Source: an optimization exercise on an open RTL-to-GDS flow (aim: small area and a short achievable clock period). Production flows keep margins and buffers that such runs may drop.
Only simulation tests tie the RTL to the original design; equivalence was not proved.
Power figures rest on the tool's default switching activity, not on a simulated workload.

## run a
==> module g_or3, before the edit <==
module g_or3(y, a, b, c);
output y;
input a, b, c;
assign y = a | b | c;
endmodule
==> module andor32g, before the edit <==
module andor32g(g, sel, d);
output [351:0] g;
input [31:0] sel;
input [1023:0] d;
genvar j, m;
generate
for (j = 0; j < 32; j = j + 1) begin : bt
  for (m = 0; m < 11; m = m + 1) begin : gt
    if (m < 10) begin
      assign g[11*j+m] = ~((sel[3*m] & d[(3*m)*32+j]) | (sel[3*m+1] & d[(3*m+1)*32+j])
                           | (sel[3*m+2] & d[(3*m+2)*32+j]));
    end else begin
      assign g[11*j+m] = ~((sel[30] & d[30*32+j]) | (sel[31] & d[31*32+j]));
    end
  end
end
endgenerate
endmodule
==> module gcomb, before the edit <==
module gcomb(out, g);
output [31:0] out;
input [351:0] g;
genvar j;
generate
for (j = 0; j < 32; j = j + 1) begin : bt
  wire [2:0] h;
  g_nand4 n0(h[0], g[11*j], g[11*j+1], g[11*j+2], g[11*j+3]);
  g_nand4 n1(h[1], g[11*j+4], g[11*j+5], g[11*j+6], g[11*j+7]);
  g_nand3 n2(h[2], g[11*j+8], g[11*j+9], g[11*j+10]);
  g_or3 o(out[j], h[0], h[1], h[2]);
end
endgenerate
endmodule
==> module data_memory, before the edit <==
module data_memory(clk, Address, WriteData, MemWrite, ReadData);
input clk, MemWrite;
input [31:0] WriteData;
output [31:0] ReadData;
input [4:0] Address;
reg [31:0] mem [0:31];
wire [31:0] sel;
wire [1023:0] flat;
wire [351:0] Q;
wire [3:0] pa;
wire [7:0] pb;
predec5 pd(pa, pb, Address);
genvar i, j;
generate
for (i = 0; i < 32; i = i + 1) begin : g
  always @(posedge clk)
    if (MemWrite && Address == i) mem[i] <= WriteData;
  g_and2 s(sel[i], pa[i % 4], pb[i / 4]);
end
for (i = 0; i < 32; i = i + 1) begin : f
  assign flat[i*32 +: 32] = mem[i];
end
endgenerate
andor32g t(Q, sel, flat);
gcomb c(ReadData, Q);
endmodule
Settings: LEC_CHECK=0, CAP_MARGIN=20, CORE_MARGIN=2, CORE_UTILIZATION=50, CTS_BUF_LIST=sky130_fd_sc_hd__clkbuf_8 sky130_fd_sc_hd__clkbuf_16, CTS_CLUSTER_DIAMETER=80, CTS_CLUSTER_SIZE=20, SETUP_SLACK_MARGIN=3, SLEW_MARGIN=20, SYNTH_HIERARCHICAL=1; clock period 10.5 ns.
run.sh (not shown) runs the stock make flow with config.mk's settings and CLKGATE_MAP_FILE= SYNTH_SCRIPT=/design/flow/synth_recipe.tcl, a recipe that flattens the netlist after the stock synthesis.
### run a -> run b
diff --git a/flow/design.v b/flow/design.v
--- a/flow/design.v
+++ b/flow/design.v
@@ -56,17 +56,12 @@
 endmodule
 module g_a21o(y, a1, a2, b1);
 output y;
 input a1, a2, b1;
 assign y = (a1 & a2) | b1;
 endmodule
-module g_or3(y, a, b, c);
-output y;
-input a, b, c;
-assign y = a | b | c;
-endmodule
 module g_a22oi(y, a1, a2, b1, b2);
 output y;
 input a1, a2, b1, b2;
 assign y = ~((a1 & a2) | (b1 & b2));
 endmodule
 module g_a21oi(y, a1, a2, b1);
@@ -797,44 +792,12 @@
   for (n = 0; n < 4; n = n + 1) begin : qt
     assign q[4*j+n] = r[n][j];
   end
 end
 endgenerate
 endmodule
-module andor32g(g, sel, d);
-output [351:0] g;
-input [31:0] sel;
-input [1023:0] d;
-genvar j, m;
-generate
-for (j = 0; j < 32; j = j + 1) begin : bt
-  for (m = 0; m < 11; m = m + 1) begin : gt
-    if (m < 10) begin
-      assign g[11*j+m] = ~((sel[3*m] & d[(3*m)*32+j]) | (sel[3*m+1] & d[(3*m+1)*32+j])
-                           | (sel[3*m+2] & d[(3*m+2)*32+j]));
-    end else begin
-      assign g[11*j+m] = ~((sel[30] & d[30*32+j]) | (sel[31] & d[31*32+j]));
-    end
-  end
-end
-endgenerate
-endmodule
-module gcomb(out, g);
-output [31:0] out;
-input [351:0] g;
-genvar j;
-generate
-for (j = 0; j < 32; j = j + 1) begin : bt
-  wire [2:0] h;
-  g_nand4 n0(h[0], g[11*j], g[11*j+1], g[11*j+2], g[11*j+3]);
-  g_nand4 n1(h[1], g[11*j+4], g[11*j+5], g[11*j+6], g[11*j+7]);
-  g_nand3 n2(h[2], g[11*j+8], g[11*j+9], g[11*j+10]);
-  g_or3 o(out[j], h[0], h[1], h[2]);
-end
-endgenerate
-endmodule
 module qcomb(h, q);
 output [63:0] h;
 input [127:0] q;
 genvar j;
 generate
 for (j = 0; j < 64; j = j + 1) begin : bt
@@ -847,13 +810,14 @@
 input [31:0] WriteData;
 output [31:0] ReadData;
 input [4:0] Address;
 reg [31:0] mem [0:31];
 wire [31:0] sel;
 wire [1023:0] flat;
-wire [351:0] Q;
+wire [127:0] Q;
+wire [63:0] H;
 wire [3:0] pa;
 wire [7:0] pb;
 predec5 pd(pa, pb, Address);
 genvar i, j;
 generate
 for (i = 0; i < 32; i = i + 1) begin : g
@@ -862,14 +826,17 @@
   g_and2 s(sel[i], pa[i % 4], pb[i / 4]);
 end
 for (i = 0; i < 32; i = i + 1) begin : f
   assign flat[i*32 +: 32] = mem[i];
 end
 endgenerate
-andor32g t(Q, sel, flat);
-gcomb c(ReadData, Q);
+andor32q t(Q, sel, flat);
+qcomb c(H, Q);
+for (j = 0; j < 32; j = j + 1) begin : ot
+  g_nand2 f(ReadData[j], H[2*j], H[2*j+1]);
+end
 endmodule
 module SCDDataPath(ALUout, instr, reset, clk);
 output [31:0] ALUout;
 input clk, reset;
 input [31:0] instr;
 wire RegDst, ALUSrc, MemtoReg, RegWrite, MemRead, MemWrite, Branch, ALUOp0, ALUOp1;
### Flow results
The first-pass iteration count of the detailed router of run b falls short of that of run a by 3.
Going from run a to run b, wire length of the first global-routing pass up about 2%; detail-routed via count per cell shrank by about 4%; number of stages on the worst hold path stayed essentially flat; placer congestion estimate went up about 2%.
Against run a, run b comes in about 4% higher on number of well taps.
Run b: register share of the cell area lower than run a
As far as cts-stage hold buffer count goes, run a and run b are indistinguishable; the numbers are identical.
Final total power for run b: 2.0% down relative to run a
Diff run a -> run b: wire length on met1 higher; non-clock buffer count higher; met1 track utilization from global routing lower; cell count higher; synthesized cell count higher.
instr[18] as the launching instance or port of the critical path was reported by run b, and instr[16] by run a.

==> re-timing with driven ports <==
No port has a modelled driver above. Below, the same layouts with a new extraction and two added sets of constraints. Step 1: set_driving_cell puts a clkbuf_16 on clk and a buf_2 on each other input, an assumption about the parent block. Step 2 also shifts input and output timing later by t, the mid clock arrival at the registers, as if the neighbouring blocks saw the same clock. Slacks: no drivers / after step 1 / after step 2; pairs: no drivers / after step 1.
run	shift t [ns]	setup slack, ns	worst data-port slew with drivers (ns)
run a	0.901	2.583 / 2.535 / 2.173	0.07
run b	0.895	2.723 / 2.629 / 2.260	0.13
After both steps setup and hold are still met in every run listed. The setup slack of run b, which loses most, moves by -0.094 ns with the drivers and by -0.463 ns with both steps.
